This design comes from an exercise in tuning for small area, a short achievable clock period and few clock cycles on the open sky130 flow, not from production work.
Only the layout flow was run in this run; the RTL was not checked for function there.

===== flow/config.mk =====
export PLATFORM = sky130hd
export DESIGN_NAME = ECE564MyDesign
export DESIGN_NICKNAME = ECE564MyDesign
export VERILOG_FILES = /design/flow/design.v
export SDC_FILE = /design/flow/constraint.sdc
export NUM_CORES = 4
export LEC_CHECK = 0
export ABC_CLOCK_PERIOD_IN_PS = 3500
export CAP_MARGIN = 20
export CORE_MARGIN = 2
export CORE_UTILIZATION = 40
export SLEW_MARGIN = 20

===== flow/constraint.sdc =====
create_clock -name core_clock -period 11.0 [get_ports {clk}]
set_input_delay 2.2000 -clock core_clock [delete_from_list [all_inputs] [get_ports {clk}]]
set_output_delay 2.2000 -clock core_clock [all_outputs]
set_load 0.01 [all_outputs]

===== flow/design.v =====
module ECE564MyDesign
	    (
            input  wire               xxx__dut__run            ,
            output reg                dut__xxx__busy           ,
            input  wire               clk                      ,
            input  wire               reset_b                  ,
            output reg  [11:0]        dut__sram__write_address  ,
            output reg  [15:0]        dut__sram__write_data     ,
            output reg                dut__sram__write_enable   ,
            output wire [11:0]        dut__sram__read_address   ,
            input  wire [15:0]        sram__dut__read_data      ,
            output wire [11:0]        dut__gmem__read_address   ,
            input  wire [15:0]        gmem__dut__read_data      ,
            output wire [11:0]        dut__tanhmem__read_address     ,
            input  wire [15:0]        tanhmem__dut__read_data
            );
function [71:0] csa;
	input [35:0] x, y, z;
	begin
		csa = {(x & y) | (x & z) | (y & z), x ^ y ^ z};
	end
endfunction
function [71:0] booth8;
	input [15:0] x;
	input [15:0] y;
	integer k;
	reg [2:0]  d;
	reg [7:0]  ng;
	reg [16:0] mag, pk;
	reg [35:0] r0, r1, r2, r3, r4, r5, r6, r7, r8, rk;
	reg [71:0] a1, a2, a3, b1, b2, c1, e1;
	begin
		for (k = 0; k < 8; k = k + 1) begin
			d  = (k == 0) ? {y[1:0], 1'b0} : y[2*k-1 +: 3];
			ng[k] = d[2] & ~(d[1] & d[0]);
			case (d)
				3'b001, 3'b010, 3'b101, 3'b110: mag = {x[15], x};
				3'b011, 3'b100:                 mag = {x, 1'b0};
				default:                        mag = 17'd0;
			endcase
			pk = mag ^ {17{ng[k]}};
			rk = {19'd0, ~pk[16], pk[15:0]} << (2*k);
			if (k > 0)
				rk = rk | ({35'd0, ng[k-1]} << (2*k-2));
			case (k)
				0: r0 = rk;  1: r1 = rk;  2: r2 = rk;  3: r3 = rk;
				4: r4 = rk;  5: r5 = rk;  6: r6 = rk;  default: r7 = rk;
			endcase
		end
		r8 = 36'hFAAAB0000 | {21'd0, ng[7], 14'd0};
		a1 = csa(r0, r1, r2);
		a2 = csa(r3, r4, r5);
		a3 = csa(r6, r7, r8);
		b1 = csa(a1[35:0], {a1[70:36], 1'b0}, a2[35:0]);
		b2 = csa({a2[70:36], 1'b0}, a3[35:0], {a3[70:36], 1'b0});
		c1 = csa(b1[35:0], {b1[70:36], 1'b0}, b2[35:0]);
		e1 = csa(c1[35:0], {c1[70:36], 1'b0}, {b2[70:36], 1'b0});
		booth8 = {e1[70:36], 1'b0, e1[35:0]};
	end
endfunction
function [24:0] bmag;
	input [23:0] f;
	input [2:0]  d;
	begin
		case (d)
			3'b001, 3'b010, 3'b101, 3'b110: bmag = {1'b0, f};
			3'b011, 3'b100:                 bmag = {f, 1'b0};
			default:                        bmag = 25'd0;
		endcase
	end
endfunction
function bneg;
	input [2:0] d;
	begin
		bneg = d[2] & ~(d[1] & d[0]);
	end
endfunction
reg  [11:0] n;
wire [4:0]  p = n[4:0];
always @(posedge clk)
	if (!reset_b)
		n <= 12'd0;
	else if (xxx__dut__run | dut__xxx__busy)
		n <= n + 12'd1;
assign dut__sram__read_address = {3'b000, n[10:8], n[0], n[4:1], 1'b0};
assign dut__gmem__read_address = {3'b000, n[7:5],  n[0], n[4:1], 1'b0};
reg first0, first1, ld_q12, ld_q3;
reg ph_cap, ph_up, ph_tl, ph_ld, ph_step, ph_wr;
always @(posedge clk) begin
	first0  <= (p == 5'd2) | (p == 5'd3);    
	first1  <= (p == 5'd3) | (p == 5'd4);    
	ld_q12  <= (p == 5'd3);
	ld_q3   <= (p == 5'd4);
	ph_cap  <= (p[2:0] == 3'd2);
	ph_up   <= (p[2:0] == 3'd3);
	ph_tl   <= (p[2:0] == 3'd5);
	ph_ld   <= (p[2:0] == 3'd6);
	ph_step <= (p[2:0] == 3'd7) | (p[2:0] <= 3'd3);
	ph_wr   <= (p[2:0] == 3'd4);
end
reg [15:0] a0, b0, a1, b1, g0h, tr;
always @(posedge clk) begin
	if (n[0]) begin
		a0  <= sram__dut__read_data;
		g0h <= gmem__dut__read_data;
		b1  <= g0h;
	end else begin
		a1  <= sram__dut__read_data;
		b1  <= gmem__dut__read_data;
	end
	b0 <= gmem__dut__read_data;
	tr <= tanhmem__dut__read_data;
end
reg  [35:0] ms0, mc0, ms1, mc1;
reg  [35:0] r0a, r0b, r1a, r1b;
always @(posedge clk) begin
	{mc0, ms0} <= booth8(a0, b0);
	{mc1, ms1} <= booth8(a1, b1);
	r0a <= r0b;
	r0b <= (first0 ? 36'd0 : r0a) + ms0 + mc0;
	r1a <= r1b;
	r1b <= (first1 ? 36'd0 : r1a) + ms1 + mc1;
end
reg [35:0] q1, q2, q3;
always @(posedge clk) begin
	if (ld_q12) begin
		q1 <= r0a;           
		q2 <= r1a;           
	end
	if (ld_q3)
		q3 <= r1a;           
end
reg [35:0] S;
always @(*) begin
	case (p[4:3])
		2'd0:    S = r0a;    
		2'd1:    S = q1;
		2'd2:    S = q2;
		default: S = q3;
	endcase
end
wire [35:0] A   = S[35] ? (36'd0 - S) : S;
wire        sat = |A[35:32];
reg         neg, sat_r;
reg  [23:0] F;
reg  [8:0]  taddr;
reg  [15:0] tL;
assign dut__tanhmem__read_address = {2'b00, taddr, 1'b0};
always @(posedge clk) begin
	if (ph_cap) begin
		neg   <= S[35];
		sat_r <= sat;
		F     <= A[23:0];
		taddr <= sat ? 9'd255 : {1'b0, A[31:24]};
	end
	if (ph_up && !sat_r)
		taddr <= taddr + 9'd1;
	if (ph_tl)
		tL <= tr;
end
reg  [20:0] Dsh;
reg  [24:0] H;
reg  [23:0] Fb;
reg         negb, sticky;
wire        ng0 = bneg(Dsh[2:0]);
wire        ng1 = bneg(Dsh[4:2]);
wire [28:0] m0  = {4'd0, bmag(Fb, Dsh[2:0])} ^ {29{ng0}};
wire [26:0] m1  = {2'd0, bmag(Fb, Dsh[4:2])} ^ {27{ng1}};
wire [28:0] T   = {{4{H[24]}}, H} + m0 + {m1, 2'b00} + {26'd0, ng1, 1'b0, ng0};
always @(posedge clk) begin
	if (ph_ld) begin
		Dsh    <= {4'b0000, tr, 1'b0} - {4'b0000, tL, 1'b0};
		H      <= 25'd0;
		Fb     <= F;
		negb   <= neg;
		sticky <= 1'b0;
	end else if (ph_step) begin
		Dsh    <= {{4{Dsh[20]}}, Dsh[20:4]};
		H      <= T[28:4];
		sticky <= sticky | (|T[3:0]);
	end
end
wire        st = sticky | (|H[3:0]);
wire [15:0] R  = (tL + H[19:4] + {16{negb & ~st}}) ^ {16{negb}};
wire [1:0] wr_r = p[4:3] - 2'd1;
wire [5:0] wr_B = n[10:5] - 6'd1 - {5'd0, (p[4:3] == 2'd0)};
wire [3:0] wr_i = {wr_B[5:3], wr_r[1]};
wire [3:0] wr_j = {wr_B[2:0], wr_r[1] ^ wr_r[0]};
always @(posedge clk) begin
	if (!reset_b) begin
		dut__xxx__busy          <= 1'b0;
		dut__sram__write_enable <= 1'b0;
	end else begin
		if (xxx__dut__run)
			dut__xxx__busy <= 1'b1;
		else if (n == 12'd2086)
			dut__xxx__busy <= 1'b0;
		dut__sram__write_enable <= dut__xxx__busy && p[2:0] == 3'd5 && n >= 12'd45 && n <= 12'd2085;
	end
	if (ph_wr) begin
		dut__sram__write_data    <= R;
		dut__sram__write_address <= {3'b001, wr_i, wr_j, 1'b0};
	end
end
endmodule

===== flow/flow/run.sh =====
#!/bin/bash
set -euo pipefail
bash standard.sh SETUP_SLACK_MARGIN=7 finish > flow_standard.log 2>&1

===== flow/standard.sh =====
#!/bin/bash
# synth_recipe.tcl (not shown) runs the flow's synth.tcl, then flattens the netlist and writes it again
# the make line also repeats each setting of config.mk as NAME=value (left out here)
make -C /OpenROAD-flow-scripts/flow DESIGN_CONFIG=/design/flow/config.mk WORK_HOME=/design/flow/orfs CLKGATE_MAP_FILE= SYNTH_SCRIPT=/design/flow/synth_recipe.tcl "${@:-finish}"

==> results_dict.tcl <==
set metrics [dict create \
    drive_above_1_share_pct 10.5 \
    critical-path-max-stage-delay_ps 470 \
    finalSetupTns_ps 0 \
    cp-start-kind "flip-flop" \
    synthCells 3662 \
    drc 0 \
    path_cells "buf_6 > mux2_4 > bufbuf_16 > a22oi_2 > xnor2_2 > fa_1 > ha_4 > ha_4 > a2111oi_4 > o21ai_1 > o21ai_2 > a211oi_4 > o31ai_4 > buf_4 > buf_6 > o31ai_2 > xor2_1 > a22o_1" \
    wl_met1_mm 43.2 \
    grt_pass1_wl_mm 151 \
    rsz0062_at_grt "true" \
    status "no timing/DRC/antenna violations" \
    antenna_found_initial 0 \
    place.detailed.hpwl_mm 69.6 \
    yosys_warnings 1 \
    syn_to_final_growth_pct 14.3 \
    cp.arrival_ps 4940 \
    path_clk_slew_ps 60 \
    grt_usage_pct 18.7 \
    place_ws_ps 6130 \
    maxCapViolCount 0 \
    highest_layer "met4" \
    cts_tree "yes" \
    grt_overflow 0 \
    drtIter0Drc 1822 \
    die-area_sq_um 103000 \
    core_sq_um 99900 \
    cpMaxStageDelayCell "edfxtp_1" \
    postCtsHoldBufs 0 \
    final_max_slew_viol_count 0 \
    synth_edf_count 275 \
    numCtsBuffers 74 \
    cp_max_fo 5 \
    ys_types 81 \
    worstSetupPathType "reg -> reg" \
    hold_viol 0 \
    die_y_microns 321 \
    clock_skew_ps 29.7 \
    routed_wl_mm 97.1 \
    io_pins 117 \
    globalplace.congestion 0.877 \
    relSlewSlack_pct 24.5 \
    initial_core_util_pct 40.3 \
    grt_pass1_vias 26200 \
    io_buffers 101 \
    required_ps 11520 \
    clock_latency_ps 640 \
    clockRootBuffer "clkbuf_16" \
    async_flop_share_pct 0 \
    cp-end-kind "flip-flop" \
    htree_levels 3 \
    die_x_microns 321 \
    post-route-period-util_pct 40.1 \
    wl_met2_mm 45.2 \
    setup_viol 0 \
    fp-row-count 116 \
    viasPerCell 5.21 \
    cts_sinks 637 \
    dr.pass1.iters 7 \
    ys_ff_latch 637 \
    syn_area_per_cell_sq_um 11.0 \
    fin_util_pct 46.0 \
    wire_per_inst_microns 19.2 \
    fmax_ghz 0.226 \
    worst_slack_ps 6580 \
    min-delay-path-class "reg -> reg" \
    vias 26400 \
    period_needed_ps 4420 \
    ys_seq_area_share_pct 38.6 \
    grt_max_degree 73 \
    ys.flop_type "dfxtp_1" \
    clock_path_buffers 3 \
    route.met3.wl_mm 4.93 \
    nets 4349 \
    drtAntennaViolNets 0 \
    worst_slew_pin_slew_ps 1130 \
    synth_area_sq_um 40200 \
]
[cell families after synthesis]
| group | count (synthesis) | share of synthesized area [%] |
|---|---|---|
| buffers and inverters | 552 | 5.52 |
| multiplexers | 68 | 1.84 |
| AO/OA/AOI/OAI | 748 | 13.0 |
| adder cells (fa/ha/maj) | 588 | 23.3 |
| AND/OR/NAND/NOR | 578 | 7.16 |
| XOR/XNOR | 489 | 10.7 |
| other | 2 | 0.0187 |
| flip-flops | 637 | 38.6 |
[routing by layer]
metal / track usage (%) / up-vias
li1: - / 12700
met1: 24.7 / 12700
met3: 2.74 / 174
met2: 31.0 / 744
met4: 7.18 / 0
met5: 0 / -
[state kept, by name (all words and copies together), names as in the netlist, 19 cells and up]
register	cells
q1	36
q2	36
q3	36
r0a	36
r0b	36
r1a	36
r1b	36
ms0	32
ms1	32
mc0	28
mc1	28
H	25
F	24
Fb	24
Dsh	19
[worst max-delay path, delay by kind of cell, from the launching register on]
kind | cells | cell delay [ps]
compound gates | 8 | 1510
xor+xnor | 2 | 290
fa+ha+maj | 3 | 980
buf+inv | 4 | 720
flops | 1 | 470
mux | 1 | 330
[placed cells by master (no fill, tap or decap), types with 22 or more instances in the layout]
master / netlist / layout
clkdlybuf4s50_1: 0 / 100
nand3_1: 34 / 34
ha_1: 321 / 291
clkbuf_16: 0 / 77
fa_1: 267 / 264
inv_1: 312 / 308
nand2_1: 146 / 145
buf_4: 31 / 69
xnor2_1: 348 / 346
a21o_1: 49 / 49
nor3_1: 45 / 44
mux2i_1: 23 / 23
edfxtp_1: 275 / 275
o21ai_0: 93 / 86
and3_1: 22 / 22
a31oi_1: 28 / 28
a22oi_1: 273 / 258
a21oi_1: 122 / 112
nor2b_1: 84 / 82
nor2_1: 135 / 129
and2_1: 23 / 23
dfxtp_1: 362 / 352
o31ai_1: 33 / 31
mux2_2: 44 / 43
xor2_1: 141 / 141
nand2b_1: 33 / 31
[what timing repair did]
action / 4_1_cts / 5_1_grt
setup buffers: 26 / 29
pin swaps: 26 / 28
endpoints found under the setup margin: 128 / 76
gates resized for setup: 73 / 49
gates cloned: 5 / 2
[synthesized netlist by cell type, types with 11 or more instances]
| master | count | area, sq um |
|---|---|---|
| nor2_1 | 135 | 507 |
| and3_1 | 22 | 138 |
| a211oi_1 | 17 | 128 |
| ha_1 | 321 | 4020 |
| mux2_2 | 44 | 495 |
| mux2i_1 | 23 | 230 |
| edfxtp_1 | 275 | 8260 |
| buf_4 | 31 | 233 |
| buf_1 | 18 | 67.6 |
| nand2b_1 | 33 | 206 |
| a21o_1 | 49 | 368 |
| xnor2_1 | 348 | 3050 |
| fa_1 | 267 | 5350 |
| nand2_1 | 146 | 548 |
| o21bai_1 | 15 | 113 |
| o211ai_1 | 11 | 82.6 |
| o31ai_1 | 33 | 248 |
| and2_1 | 23 | 144 |
| inv_1 | 312 | 1170 |
| a21oi_1 | 122 | 611 |
| o21ai_0 | 93 | 465 |
| or3_1 | 11 | 68.8 |
| xor2_1 | 141 | 1230 |
| nor3_1 | 45 | 225 |
| a222oi_1 | 19 | 190 |
| clkbuf_1 | 171 | 642 |
| o21a_1 | 20 | 150 |
| nand3_1 | 34 | 170 |
| nor2b_1 | 84 | 526 |
| a31oi_1 | 28 | 175 |
| a22oi_1 | 273 | 2050 |
| dfxtp_1 | 362 | 7250 |
[layout make-up]
| cell class | count | area [sq um] |
|---|---|---|
| repair buffers | 184 | 1760 |
| well taps | 1298 | 1620 |
| clock buffers | 100 | 2120 |
| clock inverters | 37 | 462 |
| inverters | 322 | 1220 |
| repair inverters | 1 | 5.00 |
| fillers | 9170 | 53900 |
| flip-flops and latches | 637 | 15500 |
| diodes | 1 | 2.50 |
| multi-input cells | 2490 | 23200 |
[worst paths after layout]
path,slack (ps),start,depth (start not counted),to
max,6580,Dsh[2]$_DFFE_PP_,18,H[19]$_SDFFE_PP0P_
min,300,r0b[30]$_DFF_P_,0,r0a[30]$_DFF_P_
max reg2reg,6580,Dsh[2]$_DFFE_PP_,18,H[19]$_SDFFE_PP0P_
min reg2reg,300,r0b[30]$_DFF_P_,0,r0a[30]$_DFF_P_
[stage by stage]
stage	hold slack, ps	cell area (sq um)	instances
2_1_floorplan	310	40500	3675
3_3_place_gp	310	42300	4870
3_5_place_dp	312	42300	4870
4_1_cts	306	45500	5038
5_1_grt	312	45900	5069
6_report	304	45900	5070

-- port drivers added, routing unchanged --
In the flow no input, the clock included, has a driving cell. The finished layout below was timed again as built, in two steps.
Step 1 (the two cells are an assumption about what drives the block):
set clk [get_ports {clk}]
set_driving_cell -lib_cell sky130_fd_sc_hd__clkbuf_16 $clk
set_driving_cell -lib_cell sky130_fd_sc_hd__buf_2 [delete_from_list [all_inputs] $clk]
Step 2 adds t to the input delays and takes it off the output delays; t is the mean of the earliest and latest rising clock arrival at the registers after step 1. Input paths then give back, and output paths get back, about the clock's delay inside the block.
a / b / c = no drivers / after step 1 / after step 2; a / b = the first two.
t (ns): 0.690
setup slack, ns: 6.585 / 6.585 / 6.585
hold slack, ns: 0.304 / 0.304 / 0.304
worst setup path after step 2: register to register
clock arrival spread, ns: 0.030 / 0.030
After both steps this run still meets setup and hold. For this run, drivers alone change the setup slack by 0.000 ns; drivers and shift together by 0.000 ns.
